Background: an optimization exercise with open tools, aiming at small area and a short achievable clock period. Do not read the settings as production practice.
No functional check of the RTL was part of any run shown here.
Power is estimated from default activity; no workload was simulated.

## flow/design.v (module list and top-level ports; edited modules follow where they fit)
// module dsp_mult: 2024 lines
// module fa: 10 lines
// module ha: 9 lines
module dsp_mult #
(
    parameter WIDTH = 32
)
(
    input  wire                  clk,
    input  wire                  rst,
    input  wire [WIDTH-1:0]      input_a_tdata,
    input  wire                  input_a_tvalid,
    output wire                  input_a_tready,
    input  wire [WIDTH-1:0]      input_b_tdata,
    input  wire                  input_b_tvalid,
    output wire                  input_b_tready,
    input  wire [WIDTH-1:0]      input_c_tdata,
    input  wire                  input_c_tvalid,
    output wire                  input_c_tready,
    output wire [(WIDTH*2)-1:0]  output_tdata,
    output reg                   output_tvalid,
    input  wire                  output_tready
);
  // ...
==> flow/flow/run.sh <==
#!/bin/bash
# The standard layout (the standard.sh, unchanged synthesis) with two changes:
#  - the port buffers that global placement inserts are plain buf_1 cells instead
#    of the delay buffers buffer_ports picks by default;
#  - timing repair aims for a setup margin of 5.5 ns (the period less 5.5 ns).
set -euo pipefail
export BUFFER_PORTS_ARGS="-buffer_cell sky130_fd_sc_hd__buf_1"
export SETUP_SLACK_MARGIN=5.5
bash standard.sh > standard.log 2>&1
==> flow/standard.sh <==
#!/bin/bash
# synth_recipe.tcl (not shown) runs the flow's synth.tcl, then flattens the netlist and writes it again
# the make line also repeats each setting of config.mk as NAME=value (left out here)
make -C /OpenROAD-flow-scripts/flow DESIGN_CONFIG=/design/flow/config.mk WORK_HOME=/design/flow/orfs CLKGATE_MAP_FILE= SYNTH_SCRIPT=/design/flow/synth_recipe.tcl "${@:-finish}"
==> flow/config.mk <==
export PLATFORM = sky130hd
export DESIGN_NAME = dsp_mult
export DESIGN_NICKNAME = dsp_mult
export VERILOG_FILES = /design/flow/design.v
export SDC_FILE = /design/flow/constraint.sdc
export NUM_CORES = 4
export LEC_CHECK = 0
export ABC_AREA = 1
export CAP_MARGIN = 20
export CORE_MARGIN = 2
export CORE_UTILIZATION = 65
export CTS_BUF_LIST = sky130_fd_sc_hd__clkbuf_8
export CTS_CLUSTER_DIAMETER = 50
export CTS_CLUSTER_SIZE = 24
export SLEW_MARGIN = 20
export SYNTH_HIERARCHICAL = 1
==> flow/constraint.sdc <==
create_clock -name core_clock -period 9.5 [get_ports {clk}]
set_input_delay 1.9000 -clock core_clock [delete_from_list [all_inputs] [get_ports {clk}]]
set_output_delay 1.9000 -clock core_clock [all_outputs]
set_load 0.01 [all_outputs]
==> run notes, run 1 <==
Logic synthesis
For this run, asynchronously set or reset flops after synthesis account for 0%. Yosys printed 7 warnings. The xor and xnor fraction of the mapped netlist area is 16.4%. The post-synthesis average cell area is 10.8 µm².

The number of nets produced by synthesis is 3440. The cell type with the highest aggregate area in the netlist is sky130_fd_sc_hd__fa_1. The sequential fraction of the synthesis area is 25.3%.

Clock tree
The maximum clock insertion buffer count is 3.

Pwr
The largest share of the power goes to combinational logic. Net switching is 45.3% of the power. The ratio of total power to cell area is 352 nW/µm².

Outcome
The flow ran to the end and the layout has no timing, DRC or antenna violations.

Setup path
The highest-delay cell along the critical path is sky130_fd_sc_hd__buf_2. The reg-to-reg critical path endpoint is cs1_25. Counting buffers and inverters, the worst setup path is 4 cells deep.

STA classifies the critical path endpoint as a primary output.

Global routing
The via count of the first global-routing pass is 24300. The layer carrying the most global-route usage is met2.

Die
The row count is 78. The initial utilization of the core area, before any placement, comes to 65.6%.

Placement
In this run the tool buffered the top-level ports with 169 buffer cells.

Cells and area
The total non-filler cell area in the finished layout is 31700 µm². In the finished layout, the clock tree contains a buffer count of 38. The sequential share of cell area is 23.7%.

Registers take 7520 µm².

Drt
The top layer reached by signal wires is met5.

STA
The post-route clock period utilization is 43.6%.

Worst hold path
In this run the worst hold path is classified as reg -> reg.
==> run 2: changes to the inputs <==
==> flow/flow/run.sh (replaced) <==
#!/bin/bash
# The standard layout (the standard.sh, unchanged synthesis) with two changes:
#  - the port buffers that global placement inserts are plain buf_1 cells instead
#    of the delay buffers buffer_ports picks by default;
#  - timing repair aims for a setup margin of 5.7 ns (the period less 5.7 ns).
set -euo pipefail
export BUFFER_PORTS_ARGS="-buffer_cell sky130_fd_sc_hd__buf_1"
export SETUP_SLACK_MARGIN=5.7
bash standard.sh > standard.log 2>&1
==> run 2 against run 1 <==
  * Still clean on timing, DRC and antenna
  * Hold slack improved by 4.3 ps
  * Utilization increased by 0.94 points
  * Sequential share of layout area decreased by 0.28 points
  * Flip-flop and latch count unchanged
  * First-iteration DRC count increased by 3.3%
  * Largest cell class unchanged
  * Largest power group unchanged
==> run notes, run 2 <==
Outcome
The flow ran to the end and the layout has no timing, DRC or antenna violations.

STA
The clock period minus final worst setup slack is 4110 ps. The relative slew slack is 38.2%. The number of max-slew violations in the final report is 0.

Static timing analysis puts the maximum clock frequency at 0.243 GHz. The final worst clock skew is 43.1 ps. The post-route clock period utilization came to 43.3% (-0.33 points).

Setup repair after global routing could not meet its margin everywhere. Setup violations remaining at the end of the flow were counted as 0. In the final timing run, aggregate negative setup slack is 0 ps. The slew at the pin closest to its max-slew limit is 917 ps. The final-report hold violation count is 0.

Die
The die is 218 µm tall. The boundary pin count is 170. The placeable core area is 45200 µm². The starting density of the core is 65.6% (unchanged). The row count is 78 (unchanged).

The floorplan step set the die width to 218 µm. The die covers 47300 µm².

Pwr
The worst-case IR drop observed on VDD is 256 µV. Overall power consumption after layout is estimated at 0.0112 W. The ratio of total power to cell area is 347 nW/µm² (-1.2%). The standby leakage power is 13.6 nW.

Drt
The routed via count divided by cell count is 6.57. The count of nets left with antenna violations after detail routing is 0. The number of design-rule violations left by the first detailed-router iteration is 2918. The DRC violation count after routing is 0. The wire length per cell is 26.6 µm. Wires add up to 90800 µm. The first detailed-routing pass ran for 6 iterations. The routed layout has 22500 vias.

Logic synthesis
The yosys synthesis warning count is 7 (unchanged). Ranked by total cell area, the synthesized netlist is headed by sky130_fd_sc_hd__fa_1 33%, sky130_fd_sc_hd__dfxtp_1 25%, sky130_fd_sc_hd__xor2_1 16%, sky130_fd_sc_hd__o22ai_1 10%, sky130_fd_sc_hd__ha_1 4.8%. The mapped cell area is 29600 µm². The share of flip-flops with an asynchronous set or reset after synthesis is 0% (unchanged). The synthesized instance count is 2737. Counting flops with a built-in enable in the synthesized netlist gives 0. The number of nets produced by synthesis was 3440 (unchanged).

The synthesized design contains 374 register bits. The cell type with the highest aggregate area in the netlist is sky130_fd_sc_hd__fa_1. By count the netlist is led by 530 x sky130_fd_sc_hd__xor2_1, 497 x sky130_fd_sc_hd__o22ai_1, 488 x sky130_fd_sc_hd__fa_1.

The sequential fraction of the synthesis area was 25.3% (unchanged). The post-synthesis average cell area was 10.8 µm² (unchanged). The prevailing post-synth register cell is sky130_fd_sc_hd__dfxtp_1. The share of Yosys cell area claimed by the top area cell type is 33.0%. The leading cell type by number of instances after synthesis is sky130_fd_sc_hd__xor2_1. The count of different cell masters after synthesis is 31.

Cells and area
The top cell types in the final layout, fill and taps aside, are 525 x sky130_fd_sc_hd__xor2_1, 492 x sky130_fd_sc_hd__o22ai_1, 483 x sky130_fd_sc_hd__fa_1, 356 x sky130_fd_sc_hd__dfxtp_1, 201 x sky130_fd_sc_hd__inv_1. The area growth from synthesis to layout is 8.54%. The share of cells above drive strength 1 is 8.80%. The largest registers in the layout are r3: 64 flops, r4: 64 flops. The most common library cell in the layout ignoring fill and taps is sky130_fd_sc_hd__xor2_1.

The layout has 3421 filler cells. The count of placed standard cells in the final layout, fillers left out is 3421. The number of nets in the final layout is 3495.

Setup path
The startpoint identified for the worst register-to-register timing path is a1[7]. At the worst endpoint, the required time is 7600 ps. The data arrival time of the critical path is 2210 ps.

The reg-to-reg critical path endpoint is cs2_31. For this run, the slowest stage of the critical path takes 110 ps. The critical path is of the in -> out type. The last element of the critical path is input_a_tready. The length in cells of the worst reg-to-reg path is 10.

For this design, the slowest cell found on the critical path is sky130_fd_sc_hd__buf_12. The worst setup path is launched from an input pin. Traced cell by cell, the critical path runs through buf_12, nand2_4, inv_2, buf_6.

In this run the worst path has a maximum fanout of 3. The category of the worst setup path capture point is a primary output. The register-to-register path setup slack is 5730 ps. The critical path starts at output_tready.

Clock tree
The maximum clock insertion buffer count is 3 (unchanged). The TritonCTS clock tree is yes. After clock tree synthesis, the clock-pin slew on the worst setup and hold paths is 110 ps. The clock tree synthesis step divided the H-tree into 2 levels. The clock latency at the later pin of the worst-skew pair is 670 ps. Clock tree synthesis found a total of 374 sinks. For this design, the CTS-stage hold fixing added 0 buffers. The number of clock buffers added by TritonCTS is 37. The tree is rooted in a sky130_fd_sc_hd__clkbuf_8.

Global routing
The via count of the first global-routing pass is 23600 (-2.7%). Summed over all layers, the global routing overflow is 0. Entering global routing, the biggest net connects 35 pins. The first-pass GRT wire length is 138000 µm. Global routing used 39.1% of the available tracks. The number of antenna violations at the first check in global routing is 1.

Placement
The number of port buffers was 169 (unchanged). The half-perimeter wire length after detailed placement is 58800 µm. The cell count after placement is 3328. The global placer's final weighted congestion is 0.990.

Job
The tool flagged a number of max-cap violations equal to 0.

Worst hold path
The type of the tightest min-delay check is reg -> reg. The worst hold path was traced through 0 stages.
run 2: cell count changes in the layout (fill, tap and decap cells not counted), sizes merged:
cell      before  now
buf          260  270
bufinv         3    0
clkinvlp      12   15
inv          215  218
clkinv         8    7
diode          1    2
run 2: modules after synthesis, one instance, submodules excluded:
module / cells / flip-flops and latches / area (µm²) / times used
dsp_mult: 2231 / 374 / 19800 / 1
fa: 1 / 0 / 20.0 / 462
ha: 1 / 0 / 12.5 / 44
run 2: timing repair:
action                                  CTS  global route
buffers inserted                         22             3
hold endpoints to repair                  0             0
endpoints found under the setup margin   95            51
gates resized for setup                  50            83
pin swaps                                 0             2
run 2: cell families (layout without fill, tap and decap cells):
group,count (synthesis),count (layout),share of synthesized area [%]
AND/OR/NAND/NOR,178,178,2.44
XOR/XNOR,555,555,16.4
AO/OA/AOI/OAI,547,547,11.5
multiplexers,15,15,0.570
buffers and inverters,467,549,6.12
adder cells (fa/ha/maj),601,601,37.7
other,0,2,0
flip-flops,374,374,25.3
run 2: how the worst min path moves through the flow:
stage                   to   start
global placement    r4[13]  r3[13]
floorplan            r3[0]   cs0_0
finish               r4[7]   r3[7]
global route         r4[7]   r3[7]
CTS                  r4[7]   r3[7]
detailed placement  r4[62]  r3[62]
run 2: stage by stage:
step | worst slack [ps] | utilization [%] | hold slack (ps) | cell area (µm²)
CTS | 5400 | 70.4 | 315 | 31800
floorplan | 5620 | - | 310 | 29700
finish | 5390 | 71.2 | 320 | 32200
global placement | 5100 | 67.8 | 310 | 30600
global route | 5380 | 71.2 | 319 | 32200
detailed placement | 5080 | 67.8 | 312 | 30600
run 2: where the power goes:
group / total, W / internal, W / switching [W]
sequential: 0.00264 / 0.00239 / 0.000248
clock: 0.00108 / 0.000425 / 0.000656
combinational: 0.00745 / 0.00325 / 0.00419
total: 0.0112 / 0.00607 / 0.00510
run 2: final cells by class:
type                            instances  area [µm²]  share of cell area [%]
Clock inverter                         28         282                   0.875
Sequential cell                       374        7530                    23.4
Clock buffer                           38         523                    1.63
Multi-Input combinational cell       1896       20500                    63.6
Inverter                              212         836                    2.60
Tap cell                              600         751                    2.33
Timing Repair Buffer                  271        1780                    5.54
Antenna cell                            2        5.00                  0.0156
run 2: critical path: cells and delay by family:
kind,cells,cell delay (ps)
buffers and inverters,3,260
AND/OR/NAND/NOR,1,50
run 2: routing by layer:
layer / GRT usage (%) / share of wire, % / vias up / wire length, µm
met3: 16.1 / 16 / 492 / 14300
li1: - / - / 9149 / -
met4: 20.0 / 6.0 / 2 / 5480
met2: 56.4 / 42 / 1919 / 38000
met1: 50.7 / 36 / 10900 / 33000
met5: 0 / 0.12 / - / 111

[what the ideal ports hide]
How much do the figures lean on ideal ports? The routed layouts below were timed once more, with nothing changed but the port constraints. Step 1 sets driving cells, clkbuf_16 on the clock port and buf_2 on the other inputs (assumed; they add their load-dependent delay and slew). Step 2 also shifts input and output timing later by t, the mid clock arrival at the registers, as if the neighbouring blocks saw the same clock. Three values: ideal ports, drivers, drivers and shift; two values: the first two.
run	shift t [ns]	slack for setup (ns)	worst setup path at the end	worst data-port slew with drivers (ns)
run 1	0.703	5.356 / 5.318 / 5.318	input to output	0.07
run 2	0.701	5.387 / 5.341 / 5.341	input to output	0.06
After both steps setup and hold are still met in every run listed. For run 2, which loses most, drivers alone change the setup slack by -0.046 ns; drivers and shift together by -0.046 ns.
